This is an optimization exercise on Yosys and OpenROAD, whose aim is small area and a short achievable clock period, not a production implementation. Only simulation tests tie the RTL to the original design; equivalence was not proved.

==> flow/design.v, too long to show whole: its modules and the start of the top module <==
// module iir_filter: 888 lines
// module iir_fa: 4 lines
module iir_filter(
    input clk,
    input rst,
    input signed [11:0] signal_i,
    output signed [11:0] signal_o
    );
  // ...
==> flow/run.sh <==
#!/bin/bash
# synth_recipe.tcl (not shown) runs the flow's synth.tcl, then flattens the netlist and writes it again
# the make line also repeats each setting of config.mk as NAME=value (left out here)
make -C /OpenROAD-flow-scripts/flow DESIGN_CONFIG=/design/flow/config.mk WORK_HOME=/design/flow/orfs CLKGATE_MAP_FILE= SYNTH_SCRIPT=/design/flow/synth_recipe.tcl finish
==> flow/config.mk <==
export PLATFORM = sky130hd
export DESIGN_NAME = iir_filter
export DESIGN_NICKNAME = iir_filter
export VERILOG_FILES = /design/flow/design.v
export SDC_FILE = /design/flow/constraint.sdc
export NUM_CORES = 4
export LEC_CHECK = 0
export CAP_MARGIN = 20
export CORE_MARGIN = 2
export CORE_UTILIZATION = 40
export PLACE_DENSITY = 0.6
export SLEW_MARGIN = 20
export SYNTH_HIERARCHICAL = 1
==> flow/constraint.sdc <==
create_clock -name core_clock -period 14.5 [get_ports {clk}]
set_input_delay 2.9000 -clock core_clock [delete_from_list [all_inputs] [get_ports {clk}]]
set_output_delay 2.9000 -clock core_clock [all_outputs]
set_load 0.01 [all_outputs]
==> results.toml, run 1 <==
[route]
drt_iter0_markers = 707
drc = 0
wl_met1_um = 16400

[synth]
ys_warn_count = 7
synth_compound_area_share_pct = 7.38
ys_ff_latch = 162
synth_top_family_by_area = "adder cells"
synth_cell_type_count = 60
synth-simple-area-share_pct = 4.83
netlist_instances = 1211
synth_top_cell_by_area = "fa_1"
ys_seq_area_share_pct = 25.4

[cells_and_area]
multi_input_gates = 904
seq_area_um2 = 4150
seq_cells = 162
fin_nets = 1770
multi_input_area_um2 = 11600

[timing]
setup_violations = 0
setup_slack_ps = 7510

[critical_path]
cpPeakStageDelay_ps = 660
r2r_slack_ps = 7510
worst-path-max-fanout = 8
arrival_ps = 7370
worstPathCellList = "ha_1 -> inv_1 -> fa_1 -> nor2b_1 -> o21ai_0 -> a21boi_0 -> o21ai_0 -> nand2_1 -> nor2_1 -> nor2_1 -> inv_1 -> fa_1 -> fa_1 -> fa_1 -> fa_1 -> ha_1 -> a2111oi_0 -> o211ai_1 -> a2111oi_2 -> o21ai_0 -> o211ai_1 -> o21bai_1 -> a21oi_1 -> xnor2_1"
cp-end-kind = "register"
rr_startpoint = "x1[0]"

[floorplan]
die-area_um2 = 42400
ioPinCount = 26
taps = 532
rows = 74

[clock_tree]
insertion_delay_ps = 450
post_cts_buffers = 0
cts_buffers = 17

[place]
io_buffers = 25

[run_status]
outcome = "complete, no violations"

[hold_path]
whs_path_depth = 0

[grt]
grt_max_degree = 61
use_met2_pct = 32.4
==> run 2: changes to the inputs <==
--- a/flow/design.v
+++ b/flow/design.v
@@ -2,17 +2,16 @@
     input clk,
     input rst,
     input signed [11:0] signal_i,
     output signed [11:0] signal_o
     );
 reg [11:0] y0, y1, y2, y3, y4;    
 reg [11:0] x1, x2, x3, x4, x5;    
 reg [20:0] q, r;
-wire [12:0] p = x1 + x2;
 wire ws_1, ws_2;
 iir_fa u_ws_1 (.a(x1[1]), .b(x1[8]), .c(y0[0]), .s(ws_1), .co(ws_2));
 wire ws_3, ws_4;
 iir_fa u_ws_3 (.a(x1[2]), .b(x1[9]), .c(y0[1]), .s(ws_3), .co(ws_4));
 wire ws_5, ws_6;
 iir_fa u_ws_5 (.a(x1[3]), .b(x1[10]), .c(y0[2]), .s(ws_5), .co(ws_6));
 wire ws_7, ws_8;
 iir_fa u_ws_7 (.a(x1[4]), .b(x1[11]), .c(y0[3]), .s(ws_7), .co(ws_8));
@@ -529,355 +528,421 @@
 wire qs_377, qs_378;
 iir_fa u_qs_377 (.a(qs_297), .b(qs_338), .c(qs_339), .s(qs_377), .co(qs_378));
 wire qs_379, qs_380;
 iir_fa u_qs_379 (.a(qs_301), .b(qs_340), .c(qs_341), .s(qs_379), .co(qs_380));
 wire qs_381, qs_382;
 iir_fa u_qs_381 (.a(qs_302), .b(qs_342), .c(qs_343), .s(qs_381), .co(qs_382));
 wire [20:0] qn = {qs_380, qs_378, qs_376, qs_374, qs_372, qs_370, qs_368, qs_366, qs_364, qs_362, qs_360, qs_358, qs_356, qs_354, qs_352, qs_350, qs_348, qs_346, qs_345, qs_304, r[0]} + {qs_381, qs_379, qs_377, qs_375, qs_373, qs_371, qs_369, qs_367, qs_365, qs_363, qs_361, qs_359, qs_357, qs_355, qs_353, qs_351, qs_349, qs_347, 1'b0, qs_305, qs_303};
 wire rs_1, rs_2;
-iir_fa u_rs_1 (.a(x3[1]), .b(x4[0]), .c(x4[7]), .s(rs_1), .co(rs_2));
+iir_fa u_rs_1 (.a(x4[5]), .b(x5[1]), .c(x5[2]), .s(rs_1), .co(rs_2));
 wire rs_3, rs_4;
-iir_fa u_rs_3 (.a(x3[0]), .b(x3[2]), .c(x4[1]), .s(rs_3), .co(rs_4));
+iir_fa u_rs_3 (.a(x3[0]), .b(x4[6]), .c(x5[2]), .s(rs_3), .co(rs_4));
 wire rs_5, rs_6;
-iir_fa u_rs_5 (.a(x4[8]), .b(x5[4]), .c(x5[5]), .s(rs_5), .co(rs_6));
+iir_fa u_rs_5 (.a(x3[1]), .b(x4[0]), .c(x4[7]), .s(rs_5), .co(rs_6));
 wire rs_7, rs_8;
-iir_fa u_rs_7 (.a(x3[1]), .b(x3[3]), .c(x4[2]), .s(rs_7), .co(rs_8));
+iir_fa u_rs_7 (.a(x5[3]), .b(x5[4]), .c(x5[6]), .s(rs_7), .co(rs_8));
 wire rs_9, rs_10;
-iir_fa u_rs_9 (.a(x4[9]), .b(x5[5]), .c(x5[6]), .s(rs_9), .co(rs_10));
+iir_fa u_rs_9 (.a(x3[0]), .b(x3[2]), .c(x4[1]), .s(rs_9), .co(rs_10));
 wire rs_11, rs_12;
-iir_fa u_rs_11 (.a(x3[2]), .b(x3[4]), .c(x4[3]), .s(rs_11), .co(rs_12));
+iir_fa u_rs_11 (.a(x4[8]), .b(x5[4]), .c(x5[5]), .s(rs_11), .co(rs_12));
 wire rs_13, rs_14;
-iir_fa u_rs_13 (.a(x4[10]), .b(x5[6]), .c(x5[7]), .s(rs_13), .co(rs_14));
+iir_fa u_rs_13 (.a(x1[3]), .b(x1[7]), .c(x2[3]), .s(rs_13), .co(rs_14));
 wire rs_15, rs_16;
-iir_fa u_rs_15 (.a(x5[9]), .b(y2[5]), .c(y2[6]), .s(rs_15), .co(rs_16));
+iir_fa u_rs_15 (.a(x1[0]), .b(x2[0]), .c(x3[1]), .s(rs_15), .co(rs_16));
 wire rs_17, rs_18;
-iir_fa u_rs_17 (.a(x3[3]), .b(x3[5]), .c(x4[4]), .s(rs_17), .co(rs_18));
+iir_fa u_rs_17 (.a(x3[3]), .b(x4[2]), .c(x4[9]), .s(rs_17), .co(rs_18));
 wire rs_19, rs_20;
-iir_fa u_rs_19 (.a(x4[11]), .b(x5[7]), .c(x5[8]), .s(rs_19), .co(rs_20));
+iir_fa u_rs_19 (.a(x5[5]), .b(x5[6]), .c(x5[8]), .s(rs_19), .co(rs_20));
 wire rs_21, rs_22;
-iir_fa u_rs_21 (.a(x5[10]), .b(y2[6]), .c(y2[7]), .s(rs_21), .co(rs_22));
+iir_fa u_rs_21 (.a(x1[4]), .b(x1[8]), .c(x2[4]), .s(rs_21), .co(rs_22));
 wire rs_23, rs_24;
-iir_fa u_rs_23 (.a(x3[4]), .b(x3[6]), .c(x4[5]), .s(rs_23), .co(rs_24));
+iir_fa u_rs_23 (.a(x1[1]), .b(x2[1]), .c(x3[2]), .s(rs_23), .co(rs_24));
 wire rs_25, rs_26;
-iir_fa u_rs_25 (.a(x5[8]), .b(x5[9]), .c(x5[11]), .s(rs_25), .co(rs_26));
+iir_fa u_rs_25 (.a(x3[4]), .b(x4[3]), .c(x4[10]), .s(rs_25), .co(rs_26));
 wire rs_27, rs_28;
-iir_fa u_rs_27 (.a(x4[4]), .b(x5[0]), .c(x5[1]), .s(rs_27), .co(rs_28));
+iir_fa u_rs_27 (.a(x5[6]), .b(x5[7]), .c(x5[9]), .s(rs_27), .co(rs_28));
 wire rs_29, rs_30;
-iir_fa u_rs_29 (.a(x4[5]), .b(x5[1]), .c(x5[2]), .s(rs_29), .co(rs_30));
+iir_fa u_rs_29 (.a(x1[5]), .b(x1[9]), .c(x2[5]), .s(rs_29), .co(rs_30));
 wire rs_31, rs_32;
-iir_fa u_rs_31 (.a(x5[4]), .b(y2[0]), .c(y2[1]), .s(rs_31), .co(rs_32));
+iir_fa u_rs_31 (.a(y2[5]), .b(y2[6]), .c(y2[10]), .s(rs_31), .co(rs_32));
 wire rs_33, rs_34;
-iir_fa u_rs_33 (.a(x3[0]), .b(x4[6]), .c(x5[2]), .s(rs_33), .co(rs_34));
+iir_fa u_rs_33 (.a(x1[2]), .b(x2[2]), .c(x3[3]), .s(rs_33), .co(rs_34));
 wire rs_35, rs_36;
-iir_fa u_rs_35 (.a(x5[3]), .b(x5[5]), .c(y2[1]), .s(rs_35), .co(rs_36));
+iir_fa u_rs_35 (.a(x3[5]), .b(x4[4]), .c(x4[11]), .s(rs_35), .co(rs_36));
 wire rs_37, rs_38;
-iir_fa u_rs_37 (.a(y2[2]), .b(y2[6]), .c(y4[6]), .s(rs_37), .co(rs_38));
+iir_fa u_rs_37 (.a(x5[7]), .b(x5[8]), .c(x5[10]), .s(rs_37), .co(rs_38));
 wire rs_39, rs_40;
-iir_fa u_rs_39 (.a(x5[3]), .b(x5[4]), .c(x5[6]), .s(rs_39), .co(rs_40));
+iir_fa u_rs_39 (.a(x1[6]), .b(x1[10]), .c(x2[6]), .s(rs_39), .co(rs_40));
 wire rs_41, rs_42;
-iir_fa u_rs_41 (.a(y2[2]), .b(y2[3]), .c(y2[7]), .s(rs_41), .co(rs_42));
+iir_fa u_rs_41 (.a(y2[6]), .b(y2[7]), .c(y2[11]), .s(rs_41), .co(rs_42));
 wire rs_43, rs_44;
-assign rs_43 = y4[7] ^ rs_1;
-assign rs_44 = y4[7] | rs_1;
+assign rs_43 = x2[10] ^ x3[9];
+assign rs_44 = x2[10] & x3[9];
 wire rs_45, rs_46;
-iir_fa u_rs_45 (.a(x5[7]), .b(y2[3]), .c(y2[4]), .s(rs_45), .co(rs_46));
+iir_fa u_rs_45 (.a(x1[3]), .b(x2[3]), .c(x3[4]), .s(rs_45), .co(rs_46));
 wire rs_47, rs_48;
-iir_fa u_rs_47 (.a(y2[8]), .b(y4[8]), .c(rs_2), .s(rs_47), .co(rs_48));
+iir_fa u_rs_47 (.a(x3[6]), .b(x4[5]), .c(x5[8]), .s(rs_47), .co(rs_48));
 wire rs_49, rs_50;
-assign rs_49 = rs_3 ^ rs_5;
-assign rs_50 = rs_3 | rs_5;
+iir_fa u_rs_49 (.a(x1[7]), .b(x1[11]), .c(x2[7]), .s(rs_49), .co(rs_50));
 wire rs_51, rs_52;
-iir_fa u_rs_51 (.a(x5[8]), .b(y2[4]), .c(y2[5]), .s(rs_51), .co(rs_52));
+iir_fa u_rs_51 (.a(x5[9]), .b(x5[11]), .c(y2[7]), .s(rs_51), .co(rs_52));
 wire rs_53, rs_54;
-iir_fa u_rs_53 (.a(y2[9]), .b(y4[9]), .c(rs_4), .s(rs_53), .co(rs_54));
+assign rs_53 = x2[11] ^ x3[10];
+assign rs_54 = x2[11] & x3[10];
 wire rs_55, rs_56;
-iir_fa u_rs_55 (.a(rs_6), .b(rs_7), .c(rs_9), .s(rs_55), .co(rs_56));
+iir_fa u_rs_55 (.a(x1[4]), .b(x2[4]), .c(x3[5]), .s(rs_55), .co(rs_56));
 wire rs_57, rs_58;
-iir_fa u_rs_57 (.a(y2[10]), .b(y4[10]), .c(rs_8), .s(rs_57), .co(rs_58));
+iir_fa u_rs_57 (.a(x3[7]), .b(x4[6]), .c(x5[9]), .s(rs_57), .co(rs_58));
 wire rs_59, rs_60;
-iir_fa u_rs_59 (.a(rs_10), .b(rs_11), .c(rs_13), .s(rs_59), .co(rs_60));
+iir_fa u_rs_59 (.a(x4[4]), .b(x5[0]), .c(x5[1]), .s(rs_59), .co(rs_60));
 wire rs_61, rs_62;
-assign rs_61 = rs_15 ^ x3[8];
-assign rs_62 = rs_15 | ~x3[8];
+iir_fa u_rs_61 (.a(x5[4]), .b(y2[0]), .c(y2[1]), .s(rs_61), .co(rs_62));
 wire rs_63, rs_64;
-iir_fa u_rs_63 (.a(y2[11]), .b(y4[11]), .c(rs_12), .s(rs_63), .co(rs_64));
+iir_fa u_rs_63 (.a(x1[0]), .b(x1[4]), .c(x2[0]), .s(rs_63), .co(rs_64));
 wire rs_65, rs_66;
-iir_fa u_rs_65 (.a(rs_14), .b(rs_16), .c(rs_17), .s(rs_65), .co(rs_66));
+iir_fa u_rs_65 (.a(x5[3]), .b(x5[5]), .c(y2[1]), .s(rs_65), .co(rs_66));
 wire rs_67, rs_68;
-assign rs_67 = rs_19 ^ rs_21;
-assign rs_68 = rs_19 | rs_21;
+iir_fa u_rs_67 (.a(x1[1]), .b(x1[5]), .c(x2[1]), .s(rs_67), .co(rs_68));
 wire rs_69, rs_70;
-iir_fa u_rs_69 (.a(y2[7]), .b(y2[8]), .c(rs_18), .s(rs_69), .co(rs_70));
+iir_fa u_rs_69 (.a(y2[2]), .b(y2[6]), .c(y4[6]), .s(rs_69), .co(rs_70));
 wire rs_71, rs_72;
-iir_fa u_rs_71 (.a(rs_20), .b(rs_22), .c(rs_23), .s(rs_71), .co(rs_72));
+iir_fa u_rs_71 (.a(y2[2]), .b(y2[3]), .c(y2[7]), .s(rs_71), .co(rs_72));
 wire rs_73, rs_74;
-assign rs_73 = rs_25 ^ x3[10];
-assign rs_74 = rs_25 | ~x3[10];
+iir_fa u_rs_73 (.a(x1[2]), .b(x1[6]), .c(x2[2]), .s(rs_73), .co(rs_74));
 wire rs_75, rs_76;
-iir_fa u_rs_75 (.a(x3[5]), .b(x3[7]), .c(x4[6]), .s(rs_75), .co(rs_76));
+iir_fa u_rs_75 (.a(y4[7]), .b(rs_4), .c(rs_5), .s(rs_75), .co(rs_76));
 wire rs_77, rs_78;
-iir_fa u_rs_77 (.a(x5[9]), .b(x5[10]), .c(y2[8]), .s(rs_77), .co(rs_78));
+assign rs_77 = x2[6] ^ x3[5];
+assign rs_78 = x2[6] & x3[5];
 wire rs_79, rs_80;
-iir_fa u_rs_79 (.a(y2[9]), .b(rs_24), .c(rs_26), .s(rs_79), .co(rs_80));
+iir_fa u_rs_79 (.a(x5[7]), .b(y2[3]), .c(y2[4]), .s(rs_79), .co(rs_80));
 wire rs_81, rs_82;
-iir_fa u_rs_81 (.a(x3[6]), .b(x3[8]), .c(x4[7]), .s(rs_81), .co(rs_82));
+iir_fa u_rs_81 (.a(y2[8]), .b(y4[8]), .c(rs_6), .s(rs_81), .co(rs_82));
 wire rs_83, rs_84;
-iir_fa u_rs_83 (.a(x5[10]), .b(x5[11]), .c(y2[9]), .s(rs_83), .co(rs_84));
+iir_fa u_rs_83 (.a(x2[7]), .b(x3[6]), .c(rs_13), .s(rs_83), .co(rs_84));
 wire rs_85, rs_86;
-iir_fa u_rs_85 (.a(x3[7]), .b(x3[9]), .c(x4[8]), .s(rs_85), .co(rs_86));
+iir_fa u_rs_85 (.a(rs_8), .b(rs_9), .c(rs_11), .s(rs_85), .co(rs_86));
 wire rs_87, rs_88;
-iir_fa u_rs_87 (.a(rs_46), .b(rs_48), .c(rs_50), .s(rs_87), .co(rs_88));
+iir_fa u_rs_87 (.a(y2[4]), .b(y2[5]), .c(y2[9]), .s(rs_87), .co(rs_88));
 wire rs_89, rs_90;
-iir_fa u_rs_89 (.a(rs_52), .b(rs_54), .c(rs_56), .s(rs_89), .co(rs_90));
+iir_fa u_rs_89 (.a(y4[9]), .b(rs_10), .c(rs_12), .s(rs_89), .co(rs_90));
 wire rs_91, rs_92;
-iir_fa u_rs_91 (.a(rs_58), .b(rs_60), .c(rs_62), .s(rs_91), .co(rs_92));
+iir_fa u_rs_91 (.a(x2[8]), .b(x3[7]), .c(rs_14), .s(rs_91), .co(rs_92));
 wire rs_93, rs_94;
-iir_fa u_rs_93 (.a(rs_64), .b(rs_66), .c(rs_68), .s(rs_93), .co(rs_94));
+iir_fa u_rs_93 (.a(rs_15), .b(rs_17), .c(rs_19), .s(rs_93), .co(rs_94));
 wire rs_95, rs_96;
-iir_fa u_rs_95 (.a(rs_70), .b(rs_72), .c(rs_74), .s(rs_95), .co(rs_96));
+iir_fa u_rs_95 (.a(y4[10]), .b(rs_16), .c(rs_18), .s(rs_95), .co(rs_96));
 wire rs_97, rs_98;
-iir_fa u_rs_97 (.a(x4[3]), .b(x5[0]), .c(x5[2]), .s(rs_97), .co(rs_98));
+iir_fa u_rs_97 (.a(rs_20), .b(rs_23), .c(rs_25), .s(rs_97), .co(rs_98));
 wire rs_99, rs_100;
-iir_fa u_rs_99 (.a(x5[3]), .b(y2[0]), .c(y2[4]), .s(rs_99), .co(rs_100));
+iir_fa u_rs_99 (.a(x2[9]), .b(x3[8]), .c(rs_22), .s(rs_99), .co(rs_100));
 wire rs_101, rs_102;
-assign rs_101 = x3[2] ^ p[3];
-assign rs_102 = x3[2] & p[3];
+assign rs_101 = rs_27 ^ rs_31;
+assign rs_102 = rs_27 | rs_31;
 wire rs_103, rs_104;
-iir_fa u_rs_103 (.a(y2[5]), .b(y4[5]), .c(rs_28), .s(rs_103), .co(rs_104));
+iir_fa u_rs_103 (.a(y4[11]), .b(rs_24), .c(rs_26), .s(rs_103), .co(rs_104));
 wire rs_105, rs_106;
-iir_fa u_rs_105 (.a(x3[3]), .b(p[0]), .c(p[4]), .s(rs_105), .co(rs_106));
+iir_fa u_rs_105 (.a(rs_28), .b(rs_32), .c(rs_33), .s(rs_105), .co(rs_106));
 wire rs_107, rs_108;
-iir_fa u_rs_107 (.a(rs_30), .b(rs_32), .c(rs_33), .s(rs_107), .co(rs_108));
+iir_fa u_rs_107 (.a(rs_30), .b(rs_39), .c(rs_43), .s(rs_107), .co(rs_108));
 wire rs_109, rs_110;
-iir_fa u_rs_109 (.a(x3[4]), .b(p[1]), .c(p[5]), .s(rs_109), .co(rs_110));
+iir_fa u_rs_109 (.a(rs_35), .b(rs_37), .c(rs_41), .s(rs_109), .co(rs_110));
 wire rs_111, rs_112;
-iir_fa u_rs_111 (.a(rs_34), .b(rs_36), .c(rs_38), .s(rs_111), .co(rs_112));
+iir_fa u_rs_111 (.a(y2[8]), .b(rs_34), .c(rs_36), .s(rs_111), .co(rs_112));
 wire rs_113, rs_114;
-iir_fa u_rs_113 (.a(x3[5]), .b(rs_43), .c(p[2]), .s(rs_113), .co(rs_114));
+iir_fa u_rs_113 (.a(rs_38), .b(rs_42), .c(rs_45), .s(rs_113), .co(rs_114));
 wire rs_115, rs_116;
-iir_fa u_rs_115 (.a(rs_39), .b(rs_41), .c(~p[6]), .s(rs_115), .co(rs_116));
+iir_fa u_rs_115 (.a(rs_40), .b(rs_44), .c(rs_49), .s(rs_115), .co(rs_116));
 wire rs_117, rs_118;
-iir_fa u_rs_117 (.a(rs_40), .b(rs_42), .c(rs_44), .s(rs_117), .co(rs_118));
+iir_fa u_rs_117 (.a(rs_47), .b(rs_51), .c(~rs_53), .s(rs_117), .co(rs_118));
 wire rs_119, rs_120;
-iir_fa u_rs_119 (.a(x3[6]), .b(rs_49), .c(p[3]), .s(rs_119), .co(rs_120));
+iir_fa u_rs_119 (.a(x5[10]), .b(y2[8]), .c(y2[9]), .s(rs_119), .co(rs_120));
 wire rs_121, rs_122;
-iir_fa u_rs_121 (.a(rs_45), .b(rs_47), .c(~p[7]), .s(rs_121), .co(rs_122));
+iir_fa u_rs_121 (.a(x1[8]), .b(x2[8]), .c(x3[11]), .s(rs_121), .co(rs_122));
 wire rs_123, rs_124;
-iir_fa u_rs_123 (.a(rs_51), .b(rs_53), .c(rs_55), .s(rs_123), .co(rs_124));
+iir_fa u_rs_123 (.a(rs_46), .b(rs_48), .c(rs_52), .s(rs_123), .co(rs_124));
 wire rs_125, rs_126;
-iir_fa u_rs_125 (.a(x3[7]), .b(p[4]), .c(p[8]), .s(rs_125), .co(rs_126));
+iir_fa u_rs_125 (.a(rs_55), .b(rs_57), .c(~rs_50), .s(rs_125), .co(rs_126));
 wire rs_127, rs_128;
-assign rs_127 = p[0] ^ rs_87;
-assign rs_128 = p[0] & rs_87;
+iir_fa u_rs_127 (.a(x1[5]), .b(x2[5]), .c(x3[6]), .s(rs_127), .co(rs_128));
 wire rs_129, rs_130;
-iir_fa u_rs_129 (.a(rs_57), .b(rs_59), .c(rs_61), .s(rs_129), .co(rs_130));
+iir_fa u_rs_129 (.a(x3[8]), .b(x4[7]), .c(x5[10]), .s(rs_129), .co(rs_130));
 wire rs_131, rs_132;
-iir_fa u_rs_131 (.a(p[1]), .b(rs_88), .c(rs_89), .s(rs_131), .co(rs_132));
+iir_fa u_rs_131 (.a(x5[11]), .b(y2[9]), .c(y2[10]), .s(rs_131), .co(rs_132));
 wire rs_133, rs_134;
-assign rs_133 = p[5] ^ p[9];
-assign rs_134 = p[5] | p[9];
+iir_fa u_rs_133 (.a(x1[9]), .b(x2[9]), .c(~rs_56), .s(rs_133), .co(rs_134));
 wire rs_135, rs_136;
-iir_fa u_rs_135 (.a(rs_63), .b(rs_65), .c(p[2]), .s(rs_135), .co(rs_136));
+iir_fa u_rs_135 (.a(x1[6]), .b(x2[6]), .c(x3[7]), .s(rs_135), .co(rs_136));
 wire rs_137, rs_138;
-iir_fa u_rs_137 (.a(x3[9]), .b(rs_67), .c(p[6]), .s(rs_137), .co(rs_138));
+iir_fa u_rs_137 (.a(x3[9]), .b(x4[8]), .c(x5[11]), .s(rs_137), .co(rs_138));
 wire rs_139, rs_140;
-iir_fa u_rs_139 (.a(~p[10]), .b(rs_90), .c(rs_91), .s(rs_139), .co(rs_140));
+iir_fa u_rs_139 (.a(y2[10]), .b(y2[11]), .c(~x1[10]), .s(rs_139), .co(rs_140));
 wire rs_141, rs_142;
-iir_fa u_rs_141 (.a(rs_69), .b(rs_71), .c(rs_73), .s(rs_141), .co(rs_142));
+iir_fa u_rs_141 (.a(x1[7]), .b(x2[7]), .c(x3[8]), .s(rs_141), .co(rs_142));
 wire rs_143, rs_144;
-iir_fa u_rs_143 (.a(p[3]), .b(rs_92), .c(rs_93), .s(rs_143), .co(rs_144));
+iir_fa u_rs_143 (.a(x4[2]), .b(x5[1]), .c(y2[2]), .s(rs_143), .co(rs_144));
 wire rs_145, rs_146;
-assign rs_145 = p[7] ^ p[11];
-assign rs_146 = p[7] | p[11];
+iir_fa u_rs_145 (.a(x4[3]), .b(x5[0]), .c(x5[2]), .s(rs_145), .co(rs_146));
 wire rs_147, rs_148;
-iir_fa u_rs_147 (.a(rs_75), .b(rs_77), .c(rs_79), .s(rs_147), .co(rs_148));
+iir_fa u_rs_147 (.a(x1[2]), .b(x2[2]), .c(x3[1]), .s(rs_147), .co(rs_148));
 wire rs_149, rs_150;
-iir_fa u_rs_149 (.a(x3[11]), .b(p[8]), .c(p[12]), .s(rs_149), .co(rs_150));
+iir_fa u_rs_149 (.a(x5[3]), .b(y2[0]), .c(y2[4]), .s(rs_149), .co(rs_150));
 wire rs_151, rs_152;
-iir_fa u_rs_151 (.a(p[4]), .b(rs_94), .c(rs_95), .s(rs_151), .co(rs_152));
+iir_fa u_rs_151 (.a(x1[3]), .b(x2[3]), .c(x3[2]), .s(rs_151), .co(rs_152));
 wire rs_153, rs_154;
-iir_fa u_rs_153 (.a(y2[10]), .b(rs_76), .c(rs_78), .s(rs_153), .co(rs_154));
+assign rs_153 = y4[4] ^ rs_59;
+assign rs_154 = y4[4] | rs_59;
 wire rs_155, rs_156;
-iir_fa u_rs_155 (.a(rs_80), .b(rs_81), .c(rs_83), .s(rs_155), .co(rs_156));
+iir_fa u_rs_155 (.a(y2[5]), .b(y4[5]), .c(rs_1), .s(rs_155), .co(rs_156));
 wire rs_157, rs_158;
-iir_fa u_rs_157 (.a(p[5]), .b(~p[9]), .c(rs_96), .s(rs_157), .co(rs_158));
+iir_fa u_rs_157 (.a(x2[4]), .b(x3[3]), .c(rs_63), .s(rs_157), .co(rs_158));
 wire rs_159, rs_160;
-iir_fa u_rs_159 (.a(x5[11]), .b(y2[10]), .c(y2[11]), .s(rs_159), .co(rs_160));
+assign rs_159 = rs_60 ^ rs_61;
+assign rs_160 = rs_60 | rs_61;
 wire rs_161, rs_162;
-iir_fa u_rs_161 (.a(rs_82), .b(rs_84), .c(rs_85), .s(rs_161), .co(rs_162));
+iir_fa u_rs_161 (.a(rs_2), .b(rs_3), .c(rs_62), .s(rs_161), .co(rs_162));
 wire rs_163, rs_164;
-assign rs_163 = p[6] ^ ~p[10];
-assign rs_164 = p[6] & ~p[10];
+iir_fa u_rs_163 (.a(x2[5]), .b(x3[4]), .c(rs_64), .s(rs_163), .co(rs_164));
 wire rs_165, rs_166;
-iir_fa u_rs_165 (.a(x3[8]), .b(x3[10]), .c(x4[9]), .s(rs_165), .co(rs_166));
+iir_fa u_rs_165 (.a(rs_65), .b(rs_69), .c(~rs_67), .s(rs_165), .co(rs_166));
 wire rs_167, rs_168;
-iir_fa u_rs_167 (.a(y2[11]), .b(rs_86), .c(p[7]), .s(rs_167), .co(rs_168));
+iir_fa u_rs_167 (.a(rs_7), .b(rs_66), .c(rs_70), .s(rs_167), .co(rs_168));
 wire rs_169, rs_170;
-iir_fa u_rs_169 (.a(x3[9]), .b(x3[11]), .c(x4[10]), .s(rs_169), .co(rs_170));
+iir_fa u_rs_169 (.a(rs_68), .b(rs_73), .c(rs_77), .s(rs_169), .co(rs_170));
 wire rs_171, rs_172;
-iir_fa u_rs_171 (.a(x4[1]), .b(x5[0]), .c(y2[1]), .s(rs_171), .co(rs_172));
+assign rs_171 = rs_71 ^ rs_75;
+assign rs_172 = rs_71 & rs_75;
 wire rs_173, rs_174;
-iir_fa u_rs_173 (.a(x4[2]), .b(x5[1]), .c(y2[2]), .s(rs_173), .co(rs_174));
+iir_fa u_rs_173 (.a(rs_72), .b(rs_76), .c(rs_79), .s(rs_173), .co(rs_174));
 wire rs_175, rs_176;
-iir_fa u_rs_175 (.a(~y4[2]), .b(x3[0]), .c(p[1]), .s(rs_175), .co(rs_176));
+iir_fa u_rs_175 (.a(rs_74), .b(rs_78), .c(rs_83), .s(rs_175), .co(rs_176));
 wire rs_177, rs_178;
-iir_fa u_rs_177 (.a(y2[3]), .b(y4[3]), .c(rs_97), .s(rs_177), .co(rs_178));
+assign rs_177 = rs_81 ^ rs_85;
+assign rs_178 = rs_81 | rs_85;
 wire rs_179, rs_180;
-assign rs_179 = x3[1] ^ p[2];
-assign rs_180 = x3[1] & p[2];
+iir_fa u_rs_179 (.a(rs_80), .b(rs_82), .c(rs_86), .s(rs_179), .co(rs_180));
 wire rs_181, rs_182;
-iir_fa u_rs_181 (.a(y4[4]), .b(rs_27), .c(rs_98), .s(rs_181), .co(rs_182));
+iir_fa u_rs_181 (.a(rs_21), .b(rs_84), .c(rs_91), .s(rs_181), .co(rs_182));
 wire rs_183, rs_184;
-assign rs_183 = rs_99 ^ ~rs_101;
-assign rs_184 = rs_99 & ~rs_101;
+iir_fa u_rs_183 (.a(rs_87), .b(rs_89), .c(rs_93), .s(rs_183), .co(rs_184));
 wire rs_185, rs_186;
-iir_fa u_rs_185 (.a(rs_29), .b(rs_31), .c(rs_100), .s(rs_185), .co(rs_186));
+iir_fa u_rs_185 (.a(rs_88), .b(rs_90), .c(rs_94), .s(rs_185), .co(rs_186));
 wire rs_187, rs_188;
-iir_fa u_rs_187 (.a(~rs_103), .b(rs_102), .c(rs_105), .s(rs_187), .co(rs_188));
+iir_fa u_rs_187 (.a(rs_29), .b(rs_92), .c(rs_99), .s(rs_187), .co(rs_188));
 wire rs_189, rs_190;
-iir_fa u_rs_189 (.a(rs_35), .b(rs_37), .c(rs_104), .s(rs_189), .co(rs_190));
+iir_fa u_rs_189 (.a(rs_95), .b(rs_97), .c(~rs_101), .s(rs_189), .co(rs_190));
 wire rs_191, rs_192;
-iir_fa u_rs_191 (.a(~rs_107), .b(rs_106), .c(rs_109), .s(rs_191), .co(rs_192));
+iir_fa u_rs_191 (.a(rs_96), .b(rs_98), .c(rs_102), .s(rs_191), .co(rs_192));
 wire rs_193, rs_194;
-iir_fa u_rs_193 (.a(rs_108), .b(rs_111), .c(rs_115), .s(rs_193), .co(rs_194));
+iir_fa u_rs_193 (.a(rs_103), .b(rs_105), .c(rs_109), .s(rs_193), .co(rs_194));
 wire rs_195, rs_196;
-assign rs_195 = rs_110 ^ rs_113;
-assign rs_196 = rs_110 | rs_113;
+assign rs_195 = rs_100 ^ rs_107;
+assign rs_196 = rs_100 | rs_107;
 wire rs_197, rs_198;
-iir_fa u_rs_197 (.a(rs_112), .b(rs_116), .c(rs_117), .s(rs_197), .co(rs_198));
+iir_fa u_rs_197 (.a(rs_104), .b(rs_106), .c(rs_110), .s(rs_197), .co(rs_198));
 wire rs_199, rs_200;
-iir_fa u_rs_199 (.a(~rs_121), .b(rs_114), .c(rs_119), .s(rs_199), .co(rs_200));
+iir_fa u_rs_199 (.a(rs_111), .b(rs_113), .c(rs_117), .s(rs_199), .co(rs_200));
 wire rs_201, rs_202;
-iir_fa u_rs_201 (.a(rs_118), .b(rs_122), .c(rs_123), .s(rs_201), .co(rs_202));
+assign rs_201 = rs_108 ^ rs_115;
+assign rs_202 = rs_108 | rs_115;
 wire rs_203, rs_204;
-iir_fa u_rs_203 (.a(~rs_127), .b(rs_120), .c(rs_125), .s(rs_203), .co(rs_204));
+iir_fa u_rs_203 (.a(rs_112), .b(rs_114), .c(rs_118), .s(rs_203), .co(rs_204));
 wire rs_205, rs_206;
-iir_fa u_rs_205 (.a(rs_124), .b(rs_128), .c(rs_129), .s(rs_205), .co(rs_206));
+iir_fa u_rs_205 (.a(rs_54), .b(rs_116), .c(rs_121), .s(rs_205), .co(rs_206));
 wire rs_207, rs_208;
-iir_fa u_rs_207 (.a(rs_131), .b(rs_133), .c(~rs_126), .s(rs_207), .co(rs_208));
+iir_fa u_rs_207 (.a(rs_119), .b(rs_123), .c(rs_125), .s(rs_207), .co(rs_208));
 wire rs_209, rs_210;
-iir_fa u_rs_209 (.a(rs_130), .b(rs_132), .c(rs_135), .s(rs_209), .co(rs_210));
+iir_fa u_rs_209 (.a(rs_58), .b(rs_120), .c(rs_124), .s(rs_209), .co(rs_210));
 wire rs_211, rs_212;
-iir_fa u_rs_211 (.a(~rs_139), .b(rs_134), .c(rs_137), .s(rs_211), .co(rs_212));
+iir_fa u_rs_211 (.a(rs_126), .b(rs_127), .c(rs_129), .s(rs_211), .co(rs_212));
 wire rs_213, rs_214;
-iir_fa u_rs_213 (.a(rs_136), .b(rs_140), .c(rs_141), .s(rs_213), .co(rs_214));
+iir_fa u_rs_213 (.a(~rs_131), .b(rs_122), .c(rs_133), .s(rs_213), .co(rs_214));
 wire rs_215, rs_216;
-iir_fa u_rs_215 (.a(rs_143), .b(rs_145), .c(~rs_138), .s(rs_215), .co(rs_216));
+iir_fa u_rs_215 (.a(rs_128), .b(rs_130), .c(rs_132), .s(rs_215), .co(rs_216));
 wire rs_217, rs_218;
-iir_fa u_rs_217 (.a(rs_142), .b(rs_144), .c(rs_147), .s(rs_217), .co(rs_218));
+iir_fa u_rs_217 (.a(rs_135), .b(rs_137), .c(rs_139), .s(rs_217), .co(rs_218));
 wire rs_219, rs_220;
-iir_fa u_rs_219 (.a(~rs_151), .b(rs_146), .c(rs_149), .s(rs_219), .co(rs_220));
+assign rs_219 = x2[10] ^ rs_134;
+assign rs_220 = x2[10] | rs_134;
 wire rs_221, rs_222;
-iir_fa u_rs_221 (.a(rs_148), .b(rs_152), .c(rs_153), .s(rs_221), .co(rs_222));
+iir_fa u_rs_221 (.a(x3[10]), .b(x4[9]), .c(y2[11]), .s(rs_221), .co(rs_222));
 wire rs_223, rs_224;
-iir_fa u_rs_223 (.a(rs_155), .b(rs_157), .c(~rs_150), .s(rs_223), .co(rs_224));
+iir_fa u_rs_223 (.a(rs_136), .b(rs_138), .c(rs_140), .s(rs_223), .co(rs_224));
 wire rs_225, rs_226;
-iir_fa u_rs_225 (.a(rs_154), .b(rs_156), .c(rs_158), .s(rs_225), .co(rs_226));
+iir_fa u_rs_225 (.a(x1[11]), .b(x2[11]), .c(~rs_141), .s(rs_225), .co(rs_226));
 wire rs_227, rs_228;
-iir_fa u_rs_227 (.a(rs_159), .b(rs_161), .c(rs_163), .s(rs_227), .co(rs_228));
+iir_fa u_rs_227 (.a(x1[8]), .b(x2[8]), .c(x3[9]), .s(rs_227), .co(rs_228));
 wire rs_229, rs_230;
-iir_fa u_rs_229 (.a(rs_160), .b(rs_162), .c(rs_164), .s(rs_229), .co(rs_230));
+iir_fa u_rs_229 (.a(x3[11]), .b(x4[10]), .c(rs_142), .s(rs_229), .co(rs_230));
 wire rs_231, rs_232;
-iir_fa u_rs_231 (.a(~p[11]), .b(rs_165), .c(rs_167), .s(rs_231), .co(rs_232));
+iir_fa u_rs_231 (.a(x1[9]), .b(x2[9]), .c(x3[10]), .s(rs_231), .co(rs_232));
 wire rs_233, rs_234;
-iir_fa u_rs_233 (.a(p[8]), .b(rs_166), .c(rs_168), .s(rs_233), .co(rs_234));
+iir_fa u_rs_233 (.a(x4[1]), .b(x5[0]), .c(y2[1]), .s(rs_233), .co(rs_234));
 wire rs_235, rs_236;
-assign rs_235 = rs_169 ^ ~p[12];
-assign rs_236 = rs_169 & ~p[12];
+iir_fa u_rs_235 (.a(x1[1]), .b(x2[1]), .c(x3[0]), .s(rs_235), .co(rs_236));
 wire rs_237, rs_238;
-iir_fa u_rs_237 (.a(x3[10]), .b(x4[11]), .c(p[9]), .s(rs_237), .co(rs_238));
+assign rs_237 = y4[2] ^ rs_143;
+assign rs_238 = y4[2] | rs_143;
 wire rs_239, rs_240;
-iir_fa u_rs_239 (.a(rs_170), .b(rs_234), .c(rs_236), .s(rs_239), .co(rs_240));
+iir_fa u_rs_239 (.a(y2[3]), .b(y4[3]), .c(rs_144), .s(rs_239), .co(rs_240));
 wire rs_241, rs_242;
-iir_fa u_rs_241 (.a(x4[0]), .b(y2[0]), .c(y4[0]), .s(rs_241), .co(rs_242));
+assign rs_241 = rs_145 ^ rs_147;
+assign rs_242 = rs_145 | ~rs_147;
 wire rs_243, rs_244;
-assign rs_243 = y4[1] ^ rs_171;
-assign rs_244 = y4[1] | rs_171;
+iir_fa u_rs_243 (.a(rs_148), .b(rs_151), .c(rs_153), .s(rs_243), .co(rs_244));
 wire rs_245, rs_246;
-iir_fa u_rs_245 (.a(rs_172), .b(rs_173), .c(~rs_175), .s(rs_245), .co(rs_246));
+assign rs_245 = rs_146 ^ rs_149;
+assign rs_246 = rs_146 & rs_149;
 wire rs_247, rs_248;
-iir_fa u_rs_247 (.a(rs_174), .b(rs_177), .c(~rs_176), .s(rs_247), .co(rs_248));
+iir_fa u_rs_247 (.a(rs_152), .b(rs_157), .c(rs_159), .s(rs_247), .co(rs_248));
 wire rs_249, rs_250;
-iir_fa u_rs_249 (.a(rs_178), .b(rs_181), .c(rs_183), .s(rs_249), .co(rs_250));
+iir_fa u_rs_249 (.a(rs_150), .b(rs_154), .c(rs_155), .s(rs_249), .co(rs_250));
 wire rs_251, rs_252;
-iir_fa u_rs_251 (.a(rs_182), .b(rs_184), .c(rs_185), .s(rs_251), .co(rs_252));
+iir_fa u_rs_251 (.a(rs_156), .b(rs_160), .c(rs_161), .s(rs_251), .co(rs_252));
 wire rs_253, rs_254;
-iir_fa u_rs_253 (.a(rs_186), .b(rs_189), .c(~rs_188), .s(rs_253), .co(rs_254));
+iir_fa u_rs_253 (.a(~rs_165), .b(rs_158), .c(rs_163), .s(rs_253), .co(rs_254));
 wire rs_255, rs_256;
-iir_fa u_rs_255 (.a(rs_190), .b(rs_193), .c(rs_195), .s(rs_255), .co(rs_256));
+iir_fa u_rs_255 (.a(rs_162), .b(rs_166), .c(rs_167), .s(rs_255), .co(rs_256));
 wire rs_257, rs_258;
-iir_fa u_rs_257 (.a(rs_194), .b(rs_197), .c(~rs_196), .s(rs_257), .co(rs_258));
+iir_fa u_rs_257 (.a(~rs_171), .b(rs_164), .c(rs_169), .s(rs_257), .co(rs_258));
 wire rs_259, rs_260;
-iir_fa u_rs_259 (.a(rs_198), .b(rs_201), .c(~rs_200), .s(rs_259), .co(rs_260));
+iir_fa u_rs_259 (.a(rs_170), .b(rs_175), .c(rs_177), .s(rs_259), .co(rs_260));
 wire rs_261, rs_262;
-iir_fa u_rs_261 (.a(rs_202), .b(rs_205), .c(rs_207), .s(rs_261), .co(rs_262));
+iir_fa u_rs_261 (.a(rs_168), .b(rs_172), .c(rs_173), .s(rs_261), .co(rs_262));
 wire rs_263, rs_264;
-iir_fa u_rs_263 (.a(rs_206), .b(rs_208), .c(rs_209), .s(rs_263), .co(rs_264));
+iir_fa u_rs_263 (.a(rs_174), .b(rs_178), .c(rs_179), .s(rs_263), .co(rs_264));
 wire rs_265, rs_266;
-iir_fa u_rs_265 (.a(rs_210), .b(rs_213), .c(rs_215), .s(rs_265), .co(rs_266));
+iir_fa u_rs_265 (.a(~rs_183), .b(rs_176), .c(rs_181), .s(rs_265), .co(rs_266));
 wire rs_267, rs_268;
-iir_fa u_rs_267 (.a(rs_214), .b(rs_216), .c(rs_217), .s(rs_267), .co(rs_268));
+iir_fa u_rs_267 (.a(rs_180), .b(rs_184), .c(rs_185), .s(rs_267), .co(rs_268));
 wire rs_269, rs_270;
-iir_fa u_rs_269 (.a(rs_218), .b(rs_221), .c(rs_223), .s(rs_269), .co(rs_270));
+iir_fa u_rs_269 (.a(~rs_189), .b(rs_182), .c(rs_187), .s(rs_269), .co(rs_270));
 wire rs_271, rs_272;
-iir_fa u_rs_271 (.a(rs_222), .b(rs_224), .c(rs_225), .s(rs_271), .co(rs_272));
+iir_fa u_rs_271 (.a(rs_186), .b(rs_190), .c(rs_191), .s(rs_271), .co(rs_272));
 wire rs_273, rs_274;
-iir_fa u_rs_273 (.a(rs_226), .b(rs_228), .c(rs_229), .s(rs_273), .co(rs_274));
+iir_fa u_rs_273 (.a(rs_193), .b(rs_195), .c(~rs_188), .s(rs_273), .co(rs_274));
 wire rs_275, rs_276;
-iir_fa u_rs_275 (.a(rs_230), .b(rs_232), .c(rs_233), .s(rs_275), .co(rs_276));
+iir_fa u_rs_275 (.a(rs_192), .b(rs_194), .c(rs_197), .s(rs_275), .co(rs_276));
 wire rs_277, rs_278;
-assign rs_277 = rs_237 ^ rs_239;
-assign rs_278 = rs_237 | rs_239;
+iir_fa u_rs_277 (.a(rs_199), .b(rs_201), .c(~rs_196), .s(rs_277), .co(rs_278));
 wire rs_279, rs_280;
-iir_fa u_rs_279 (.a(x3[11]), .b(p[10]), .c(rs_238), .s(rs_279), .co(rs_280));
+iir_fa u_rs_279 (.a(rs_198), .b(rs_200), .c(rs_203), .s(rs_279), .co(rs_280));
 wire rs_281, rs_282;
-iir_fa u_rs_281 (.a(p[0]), .b(~rs_242), .c(rs_243), .s(rs_281), .co(rs_282));
+iir_fa u_rs_281 (.a(~rs_207), .b(rs_202), .c(rs_205), .s(rs_281), .co(rs_282));
 wire rs_283, rs_284;
-assign rs_283 = rs_244 ^ rs_245;
-assign rs_284 = rs_244 & rs_245;
+iir_fa u_rs_283 (.a(rs_204), .b(rs_208), .c(rs_209), .s(rs_283), .co(rs_284));
 wire rs_285, rs_286;
-iir_fa u_rs_285 (.a(~rs_179), .b(rs_246), .c(rs_247), .s(rs_285), .co(rs_286));
+iir_fa u_rs_285 (.a(~rs_211), .b(rs_206), .c(rs_213), .s(rs_285), .co(rs_286));
 wire rs_287, rs_288;
-iir_fa u_rs_287 (.a(~rs_180), .b(rs_248), .c(rs_249), .s(rs_287), .co(rs_288));
+iir_fa u_rs_287 (.a(rs_210), .b(rs_212), .c(rs_215), .s(rs_287), .co(rs_288));
 wire rs_289, rs_290;
-iir_fa u_rs_289 (.a(~rs_187), .b(rs_250), .c(rs_251), .s(rs_289), .co(rs_290));
+iir_fa u_rs_289 (.a(rs_217), .b(rs_219), .c(~rs_214), .s(rs_289), .co(rs_290));
 wire rs_291, rs_292;
-iir_fa u_rs_291 (.a(~rs_191), .b(rs_252), .c(rs_253), .s(rs_291), .co(rs_292));
+iir_fa u_rs_291 (.a(rs_216), .b(rs_218), .c(rs_221), .s(rs_291), .co(rs_292));
 wire rs_293, rs_294;
-iir_fa u_rs_293 (.a(~rs_192), .b(rs_254), .c(rs_255), .s(rs_293), .co(rs_294));
+iir_fa u_rs_293 (.a(~rs_223), .b(rs_220), .c(rs_225), .s(rs_293), .co(rs_294));
 wire rs_295, rs_296;
-iir_fa u_rs_295 (.a(~rs_199), .b(rs_256), .c(rs_257), .s(rs_295), .co(rs_296));
+iir_fa u_rs_295 (.a(rs_222), .b(rs_224), .c(rs_227), .s(rs_295), .co(rs_296));
 wire rs_297, rs_298;
-iir_fa u_rs_297 (.a(~rs_203), .b(rs_258), .c(rs_259), .s(rs_297), .co(rs_298));
+assign rs_297 = rs_229 ^ ~rs_226;
+assign rs_298 = rs_229 & ~rs_226;
 wire rs_299, rs_300;
-iir_fa u_rs_299 (.a(~rs_204), .b(rs_260), .c(rs_261), .s(rs_299), .co(rs_300));
+iir_fa u_rs_299 (.a(x4[11]), .b(rs_228), .c(rs_230), .s(rs_299), .co(rs_300));
 wire rs_301, rs_302;
-iir_fa u_rs_301 (.a(~rs_211), .b(rs_262), .c(rs_263), .s(rs_301), .co(rs_302));
+iir_fa u_rs_301 (.a(x1[10]), .b(x2[10]), .c(x3[11]), .s(rs_301), .co(rs_302));
 wire rs_303, rs_304;
-iir_fa u_rs_303 (.a(~rs_212), .b(rs_264), .c(rs_265), .s(rs_303), .co(rs_304));
+iir_fa u_rs_303 (.a(rs_231), .b(rs_296), .c(rs_298), .s(rs_303), .co(rs_304));
 wire rs_305, rs_306;
-iir_fa u_rs_305 (.a(~rs_219), .b(rs_266), .c(rs_267), .s(rs_305), .co(rs_306));
+iir_fa u_rs_305 (.a(x4[0]), .b(y2[0]), .c(y4[0]), .s(rs_305), .co(rs_306));
 wire rs_307, rs_308;
-iir_fa u_rs_307 (.a(~rs_220), .b(rs_268), .c(rs_269), .s(rs_307), .co(rs_308));
+iir_fa u_rs_307 (.a(~y4[1]), .b(x1[0]), .c(x2[0]), .s(rs_307), .co(rs_308));
 wire rs_309, rs_310;
-iir_fa u_rs_309 (.a(rs_227), .b(rs_270), .c(rs_271), .s(rs_309), .co(rs_310));
+iir_fa u_rs_309 (.a(~rs_234), .b(rs_235), .c(rs_237), .s(rs_309), .co(rs_310));
 wire rs_311, rs_312;
-iir_fa u_rs_311 (.a(rs_231), .b(rs_272), .c(rs_273), .s(rs_311), .co(rs_312));
+iir_fa u_rs_311 (.a(rs_238), .b(rs_239), .c(rs_241), .s(rs_311), .co(rs_312));
 wire rs_313, rs_314;
-iir_fa u_rs_313 (.a(rs_235), .b(rs_274), .c(rs_275), .s(rs_313), .co(rs_314));
+iir_fa u_rs_313 (.a(rs_240), .b(rs_242), .c(rs_245), .s(rs_313), .co(rs_314));
 wire rs_315, rs_316;
-assign rs_315 = rs_276 ^ ~rs_277;
-assign rs_316 = rs_276 & ~rs_277;
+iir_fa u_rs_315 (.a(rs_246), .b(rs_249), .c(~rs_244), .s(rs_315), .co(rs_316));
 wire rs_317, rs_318;
-iir_fa u_rs_317 (.a(rs_240), .b(rs_278), .c(rs_279), .s(rs_317), .co(rs_318));
+iir_fa u_rs_317 (.a(rs_250), .b(rs_251), .c(~rs_248), .s(rs_317), .co(rs_318));
 wire rs_319, rs_320;
-assign rs_319 = p[11] ^ rs_280;
-assign rs_320 = p[11] | rs_280;
-wire [20:0] rn = {rs_318, rs_316, rs_314, rs_312, rs_310, rs_308, rs_306, rs_304, rs_302, rs_300, rs_298, rs_296, rs_294, rs_292, rs_290, rs_288, rs_286, rs_284, ~rs_282, ~rs_281, rs_241} + {~rs_319, rs_317, rs_315, rs_313, rs_311, rs_309, rs_307, rs_305, rs_303, rs_301, rs_299, rs_297, rs_295, rs_293, rs_291, rs_289, rs_287, rs_285, rs_283, 1'b0, 1'b1};
+iir_fa u_rs_319 (.a(rs_252), .b(rs_255), .c(~rs_254), .s(rs_319), .co(rs_320));
+wire rs_321, rs_322;
+iir_fa u_rs_321 (.a(rs_256), .b(rs_261), .c(~rs_258), .s(rs_321), .co(rs_322));
+wire rs_323, rs_324;
+iir_fa u_rs_323 (.a(rs_262), .b(rs_263), .c(~rs_260), .s(rs_323), .co(rs_324));
+wire rs_325, rs_326;
+iir_fa u_rs_325 (.a(rs_264), .b(rs_267), .c(~rs_266), .s(rs_325), .co(rs_326));
+wire rs_327, rs_328;
+iir_fa u_rs_327 (.a(rs_268), .b(rs_271), .c(rs_273), .s(rs_327), .co(rs_328));
+wire rs_329, rs_330;
+iir_fa u_rs_329 (.a(rs_272), .b(rs_274), .c(rs_275), .s(rs_329), .co(rs_330));
+wire rs_331, rs_332;
+iir_fa u_rs_331 (.a(rs_276), .b(rs_278), .c(rs_279), .s(rs_331), .co(rs_332));
+wire rs_333, rs_334;
+iir_fa u_rs_333 (.a(rs_280), .b(rs_283), .c(~rs_282), .s(rs_333), .co(rs_334));
+wire rs_335, rs_336;
+iir_fa u_rs_335 (.a(rs_284), .b(rs_287), .c(rs_289), .s(rs_335), .co(rs_336));
+wire rs_337, rs_338;
+iir_fa u_rs_337 (.a(rs_288), .b(rs_290), .c(rs_291), .s(rs_337), .co(rs_338));
+wire rs_339, rs_340;
+iir_fa u_rs_339 (.a(rs_292), .b(rs_295), .c(rs_297), .s(rs_339), .co(rs_340));
+wire rs_341, rs_342;
+assign rs_341 = rs_299 ^ rs_303;
+assign rs_342 = rs_299 | rs_303;
+wire rs_343, rs_344;
+iir_fa u_rs_343 (.a(rs_232), .b(rs_300), .c(rs_301), .s(rs_343), .co(rs_344));
+wire rs_345, rs_346;
+iir_fa u_rs_345 (.a(x1[11]), .b(x2[11]), .c(rs_302), .s(rs_345), .co(rs_346));
+wire rs_347, rs_348;
+iir_fa u_rs_347 (.a(rs_233), .b(rs_306), .c(~rs_307), .s(rs_347), .co(rs_348));
+wire rs_349, rs_350;
+assign rs_349 = rs_308 ^ rs_309;
+assign rs_350 = rs_308 | rs_309;
+wire rs_351, rs_352;
+iir_fa u_rs_351 (.a(rs_236), .b(~rs_311), .c(rs_310), .s(rs_351), .co(rs_352));
+wire rs_353, rs_354;
+iir_fa u_rs_353 (.a(~rs_243), .b(rs_312), .c(rs_313), .s(rs_353), .co(rs_354));
+wire rs_355, rs_356;
+iir_fa u_rs_355 (.a(~rs_247), .b(rs_314), .c(rs_315), .s(rs_355), .co(rs_356));
+wire rs_357, rs_358;
+iir_fa u_rs_357 (.a(~rs_253), .b(rs_316), .c(rs_317), .s(rs_357), .co(rs_358));
+wire rs_359, rs_360;
+iir_fa u_rs_359 (.a(~rs_257), .b(rs_318), .c(rs_319), .s(rs_359), .co(rs_360));
+wire rs_361, rs_362;
+iir_fa u_rs_361 (.a(~rs_259), .b(rs_320), .c(rs_321), .s(rs_361), .co(rs_362));
+wire rs_363, rs_364;
+iir_fa u_rs_363 (.a(~rs_265), .b(rs_322), .c(rs_323), .s(rs_363), .co(rs_364));
+wire rs_365, rs_366;
+iir_fa u_rs_365 (.a(~rs_269), .b(rs_324), .c(rs_325), .s(rs_365), .co(rs_366));
+wire rs_367, rs_368;
+iir_fa u_rs_367 (.a(~rs_270), .b(rs_326), .c(rs_327), .s(rs_367), .co(rs_368));
+wire rs_369, rs_370;
+iir_fa u_rs_369 (.a(rs_277), .b(rs_328), .c(rs_329), .s(rs_369), .co(rs_370));
+wire rs_371, rs_372;
+iir_fa u_rs_371 (.a(~rs_281), .b(rs_330), .c(rs_331), .s(rs_371), .co(rs_372));
+wire rs_373, rs_374;
+iir_fa u_rs_373 (.a(~rs_285), .b(rs_332), .c(rs_333), .s(rs_373), .co(rs_374));
+wire rs_375, rs_376;
+iir_fa u_rs_375 (.a(~rs_286), .b(rs_334), .c(rs_335), .s(rs_375), .co(rs_376));
+wire rs_377, rs_378;
+iir_fa u_rs_377 (.a(~rs_293), .b(rs_336), .c(rs_337), .s(rs_377), .co(rs_378));
+wire rs_379, rs_380;
+iir_fa u_rs_379 (.a(~rs_294), .b(rs_338), .c(rs_339), .s(rs_379), .co(rs_380));
+wire rs_381, rs_382;
+assign rs_381 = rs_340 ^ ~rs_341;
+assign rs_382 = rs_340 & ~rs_341;
+wire rs_383, rs_384;
+iir_fa u_rs_383 (.a(rs_304), .b(rs_342), .c(rs_343), .s(rs_383), .co(rs_384));
+wire rs_385, rs_386;
+assign rs_385 = rs_344 ^ rs_345;
+assign rs_386 = rs_344 | rs_345;
+wire [20:0] rn = {rs_384, rs_382, rs_380, rs_378, rs_376, rs_374, rs_372, rs_370, rs_368, rs_366, rs_364, rs_362, rs_360, rs_358, rs_356, rs_354, ~rs_352, ~rs_350, rs_348, rs_347, rs_305} + {~rs_385, rs_383, rs_381, rs_379, rs_377, rs_375, rs_373, rs_371, rs_369, rs_367, rs_365, rs_363, rs_361, rs_359, rs_357, rs_355, rs_353, ~rs_351, rs_349, 1'b0, 1'b1};
 always @(posedge clk or posedge rst) begin
     if (rst) begin
         y0 <= 12'h7ff; y1 <= 12'h7ff; y2 <= 12'h7ff; y3 <= 12'h7ff; y4 <= 12'h7ff;
         x1 <= 12'h800; x2 <= 12'h800; x3 <= 12'h800; x4 <= 12'h800; x5 <= 12'h800;
         q <= 21'h12a910; r <= 21'h6c543;
     end else begin
         y0 <= {ysum[20], ~ysum[19:9]}; y1 <= y0; y2 <= y1; y3 <= y2; y4 <= y3;
         x1 <= {~signal_i[11], signal_i[10:0]}; x2 <= x1; x3 <= x2; x4 <= x3; x5 <= x4;
==> run 2 against run 1 <==
Via count decreased by 7.6%. Clock-buffer cell count decreased by 3. Final cell count decreased by 4.5%. Critical endpoint is now y0[11]. Flip-flop and latch count unchanged. Sequential share of layout area about the same. Wire length decreased by 7.2%. Worst hold slack got worse by 9.4 ps. Area after synthesis about the same.
==> results.toml, run 2 <==
[run_status]
outcome = "complete, no violations"

[place]
gp_congestion = 0.891
dp_cells = 1692
io_buffers = 25
dpl.hpwl_um = 28800
post_dp_cell_area_um2 = 17300

[grt]
grt_overflow = 0
grt_pass1_wl_um = 58100
track_usage_pct = 18.9
grt_max_degree = 105
grt_antenna_before_repair = 0
first_global_vias = 10100

[clock_tree]
cts.sinks = 162
cts-resized-gates = 0
cts_hold_buf = 0
clk_pin_slew_ps = 80
cts_buffers = 17
clk_root_buffer_cell = "clkbuf_16"
cts_tree = "yes"
htreeDepth = 4
post_cts_buffers = 0
insertion_delay_ps = 450
clockBufferDepth = 2

[route]
drt_wl_total_um = 35000
drc = 0
wl_met1_um = 15100
viasPerCell = 5.00
drt-wirelength-per-cell_um = 20.3
drt_pass1_iterations = 4
met3_length_um = 2170
topRoutingLayerUsed = "met4"
wl_met2_um = 17300
drt_iter0_markers = 455
vias = 8623
drtAntennaViolNets = 0

[cells_and_area]
final_core_util_pct = 44.7
final_cell_area_um2 = 17900
fin_nets = 1715
final_cell_mix = "fa_1, inv_1, ha_1"
syn_to_final_growth_pct = 9.73
antennaDiodeCount = 0
layout-drive-gt1-share_pct = 11.4
fillers = 3587
stdcell_count = 1724
final_common_cell = "fa_1"
largest_registers = "q: 21 flops, r: 21 flops"

[critical_path]
arrival_ps = 6660
setup.worst_path.start = "signal_i[5]"
path_class = "in2reg"
crit_required_ps = 14830
worst-path-max-fanout = 4
critPathLaunchType = "primary input"
r2r_slack_ps = 8510
rr_startpoint = "x1[9]"
cp-end-kind = "register"

[timing]
setup_violations = 0
fmax_mhz = 158
tightest_slew_ps = 963
tns_ps = 0
finalCritPeriodShare_pct = 43.6
layout_min_cycle_time_ps = 6320
slew_headroom_pct = 35.8
finalClockSkew_ps = 11.7
drv_slew = 0
hold_ws_ps = 346
rsz0062_at_grt = "false"
hold_viol = 0

[synth]
netlist_instances = 1133
ys_ff_latch = 162
syn_avg_cell_area_um2 = 14.4
ys.flop_type = "dfrtp_1"
yosys.area.top_type_share_pct = 49.9
synth_edf_count = 0
synthTopCellsByCount = "fa_1, inv_1, ha_1, dfrtp_1, dfstp_2"
synth-async-reset-ratio_pct = 100
synth_nets = 1662
synth_cell_type_count = 61
synth_top_cell_by_area = "fa_1"
ys_warn_count = 7
syn-cell-area_um2 = 16300
ys_seq_area_share_pct = 25.4
synth.most_common_cell = "fa_1"
synth_area_leaders = "fa_1, dfrtp_1, dfstp_2"

[floorplan]
dieHeight_um = 206
die_w_um = 206
coreArea_um2 = 40000
die-area_um2 = 42400
ioPinCount = 26
rows = 73
start_util_pct = 40.8

[job]
max-cap-violations = 0

[hold_path]
holdCritStartpoint = "y3[5]"
hold_path_class = "reg2reg"
## run 2: changes by cell type in the layout (fill, tap and decap cells not counted), sizes merged, moves of 13 or more
| cell | before | now |
|---|---|---|
| a21oi | 52 | 39 |
| nand2 | 32 | 19 |
| o21ai | 38 | 19 |
| fa | 375 | 407 |
| xnor2 | 51 | 38 |
## run 2: stage by stage
stage	setup WS [ps]
floorplan	7350
global placement	7780
detailed placement	7700
CTS	8200
global route	8000
finish	8180
## run 2: final timing paths
path | to | depth (start not counted)
worst max-delay path | y0[11] | 13
worst min-delay path | y4[5] | 0
worst max register to register | y0[11] | 20
worst min register to register | y4[5] | 0
max in group asynchronous | r[9] | 3
min in group asynchronous | x1[2] | 2
## run 2: cells by family (layout without fill, tap and decap cells)
kind of cell               Yosys count  after routing  share of synthesized area, %
adders and majority gates          515            515                          58.2
DFF                                162            162                          25.4
buffers and inverters              148            214                          3.43
AOI/OAI and AO/OA                  135            135                          6.09
and+or+nand+nor                    110            110                          3.44
xor gates and xnor gates            63             63                          3.38
## run 2: metal layers
metal	vias to the layer above	track usage [%]
met3	29	4.87
met4	0	4.03
met2	180	30.0
met1	4684	26.4
li1	3730	-
met5	-	0
## run 2: worst max-delay path: stages
cell and delay (ps):
clkdlybuf4s50_1 550, fa_1 610, fa_1 430, ha_1 320, and2_1 200, a221o_1 350
and2_0 160, a31oi_1 240, a21oi_1 180, a41o_1 300, o21ai_2 210, nor3_2 70
xor2_1 140
## run 2: modules after synthesis, one instance, submodules excluded
module,flops+latches,cells,copies in the design
iir_filter,162,728,1
iir_fa,0,1,405
## run 2: cell type report
class / count / area, um^2 / share of cell area (%)
Tap cell: 525 / 657 / 3.67
Inverter: 147 / 557 / 3.11
Timing Repair Buffer: 35 / 325 / 1.82
Clock buffer: 17 / 425 / 2.38
Multi-Input combinational cell: 823 / 11600 / 64.8
Clock inverter: 15 / 181 / 1.01
Sequential cell: 162 / 4150 / 23.2
==> run 3: changes to the inputs <==
--- a/flow/config.mk
+++ b/flow/config.mk
@@ -8,6 +8,7 @@
 export CAP_MARGIN = 20
 export CORE_MARGIN = 2
 export CORE_UTILIZATION = 40
+export CTS_BUF_LIST = sky130_fd_sc_hd__clkbuf_4 sky130_fd_sc_hd__clkbuf_8
 export PLACE_DENSITY = 0.6
 export SLEW_MARGIN = 20
 export SYNTH_HIERARCHICAL = 1
==> run 3 against run 2 <==
Register-to-register slack lost 30 ps. Critical path depth is the same. Still clean on timing, DRC and antenna. Non-clock buffer count is the same. Via count grew 0.34%. Highest routed layer unchanged.
==> results.toml, run 3 <==
[synth]
ys_ff_latch = 162
ys_seq_area_share_pct = 25.4
synth_top_cell_by_area = "fa_1"
synth_nets = 1662
synthTopCellsByCount = "fa_1, inv_1, ha_1, dfrtp_1, dfstp_2"
ys_warn_count = 7
synth_edf_count = 0
synth.most_common_cell = "fa_1"
yosys.area.top_type_share_pct = 49.9
synth_cell_type_count = 61
synth_area_leaders = "fa_1, dfrtp_1, dfstp_2"
synth-async-reset-ratio_pct = 100
syn_avg_cell_area_um2 = 14.4
netlist_instances = 1133
syn-cell-area_um2 = 16300
ys.flop_type = "dfrtp_1"

[critical_path]
critPathLaunchType = "primary input"
crit_required_ps = 14880
path_class = "in2reg"
worst-path-max-fanout = 4
r2r_slack_ps = 8480
arrival_ps = 6660
cp-end-kind = "register"
r2r.worst_path.cells = 20

[route]
drt_wl_total_um = 34800
drt_pass1_iterations = 4
vias = 8652
viasPerCell = 5.02
drtAntennaViolNets = 0
drt-wirelength-per-cell_um = 20.2
drc = 0
drt_iter0_markers = 457

[clock_tree]
cts_buffers = 17
clk_pin_slew_ps = 110
cts_tree = "yes"
cts-resized-gates = 0
post_cts_buffers = 0
cts.sinks = 162
insertion_delay_ps = 500
cts_hold_buf = 0
clk_root_buffer_cell = "clkbuf_8"
htreeDepth = 4
clockBufferDepth = 2

[timing]
fmax_mhz = 159
slew_headroom_pct = 35.1
tightest_slew_ps = 973
finalCritPeriodShare_pct = 43.3
layout_min_cycle_time_ps = 6280
setup_violations = 0
hold_ws_ps = 341
rsz0062_at_grt = "false"
finalClockSkew_ps = 19.6
setup_slack_ps = 8220
tns_ps = 0
drv_slew = 0
hold_viol = 0

[floorplan]
dieHeight_um = 206
die_w_um = 206
start_util_pct = 40.8
die-area_um2 = 42400
ioPinCount = 26
coreArea_um2 = 40000
rows = 73

[grt]
use_met2_pct = 29.9
top_usage_layer = "met2"
grt_overflow = 0
grt_antenna_before_repair = 0
met1_usage_pct = 26.4
track_usage_pct = 18.8
grt_max_degree = 105
first_global_vias = 10000
grtUsageMet3_pct = 4.71
grt_pass1_wl_um = 57800

[cells_and_area]
fillers = 3607
final_common_cell = "fa_1"
layout-drive-gt1-share_pct = 11.4
final_cell_mix = "fa_1, inv_1, ha_1"
final_core_util_pct = 44.3
fin_nets = 1715
largest_registers = "q: 21 flops, r: 21 flops"
multi_input_area_um2 = 11600
seq_area_um2 = 4150
syn_to_final_growth_pct = 8.55
final_cell_area_um2 = 17700
antennaDiodeCount = 0

[run_status]
outcome = "complete, no violations"

[place]
io_buffers = 25
dpl.hpwl_um = 28800
gp_congestion = 0.891
post_dp_cell_area_um2 = 17300
pre_cts_ws_ps = 7700

[hold_path]
whs_path_depth = 0
hold_path_class = "reg2reg"

[job]
max-cap-violations = 0
## run 3: cell counts after synthesis
No cell type changed its count.
## run 3: cells by family (layout without fill, tap and decap cells)
logic type / Yosys count / in the layout / share of synthesized area (%)
AOI/OAI and AO/OA: 135 / 135 / 6.09
xor gates and xnor gates: 63 / 63 / 3.38
adders and majority gates: 515 / 515 / 58.2
DFF: 162 / 162 / 25.4
buffers and inverters: 148 / 214 / 3.43
and+or+nand+nor: 110 / 110 / 3.44
## run 3: layer usage
layer / share of wire (%) / vias up
li1: - / 3729
met1: 43 / 4708
met2: 49 / 187
met3: 6.4 / 28
met4: 1.3 / 0
met5: 0 / -
## run 3: worst max-delay path: stages
cell             delay, ps
clkdlybuf4s50_1        550
fa_1                   610
fa_1                   430
ha_1                   320
and2_1                 200
a221o_1                350
and2_0                 160
a31oi_1                240
a21oi_1                180
a41o_1                 300
o21ai_2                210
nor3_2                  70
xor2_1                 140
## run 3: metrics by stage
stage          std cells
5_1_grt             1724
2_1_floorplan       1133
4_1_cts             1724
3_3_place_gp        1692
3_5_place_dp        1692
6_report            1724
## run 3: layout make-up
cell class	instances	area share (%)
multi-input cells	823	65.5
flip-flops and latches	162	23.4
well taps	525	3.71
inverters	147	3.14
repair buffers	35	1.84
clock buffers	17	1.32
clock inverters	15	1.02
## run 3: worst paths after layout
check | startpoint | end
min in group asynchronous | rst | x1[2]
hold reg to reg | y3[5] | y4[5]
max in group asynchronous | rst | x3[6]
setup reg to reg | x1[9] | y0[11]
hold / removal | y3[5] | y4[5]
setup / recovery | signal_i[5] | y0[11]
## run 3: per-module statistics from Yosys (local to each module, per instance)
module      cells  flops+latches  area, um^2
iir_filter    728            162        8210
iir_fa          1              0        20.0

## what the ideal ports hide
How much do the figures lean on ideal ports? The routed layouts below were timed once more, with nothing changed but the port constraints. Step 1 assumes that a clkbuf_16 drives the clock port and a buf_2 every other input. Step 2 adds t to the input delays and takes it off the output delays; t is the mean of the earliest and latest rising clock arrival at the registers after step 1. Input paths then give back, and output paths get back, about the clock's delay inside the block. Slacks: no drivers / after step 1 / after step 2; pairs: no drivers / after step 1.
run | t, ns | slack for setup (ns) | worst setup path at the end | worst register clock-pin slew, ns | worst slew at a driven data input, ns
run 1 | 0.499 | 7.509 / 7.509 / 7.509 | register to register | 0.07 / 0.07 | 0.04
run 2 | 0.502 | 8.176 / 8.211 / 7.709 | input to register | 0.08 / 0.08 | 0.04
run 3 | 0.536 | 8.223 / 8.253 / 7.717 | input to register | 0.11 / 0.11 | 0.04
After both steps every run listed still meets setup and hold. For run 3, which loses most, drivers alone change the setup slack by +0.030 ns; drivers and shift together by -0.506 ns.
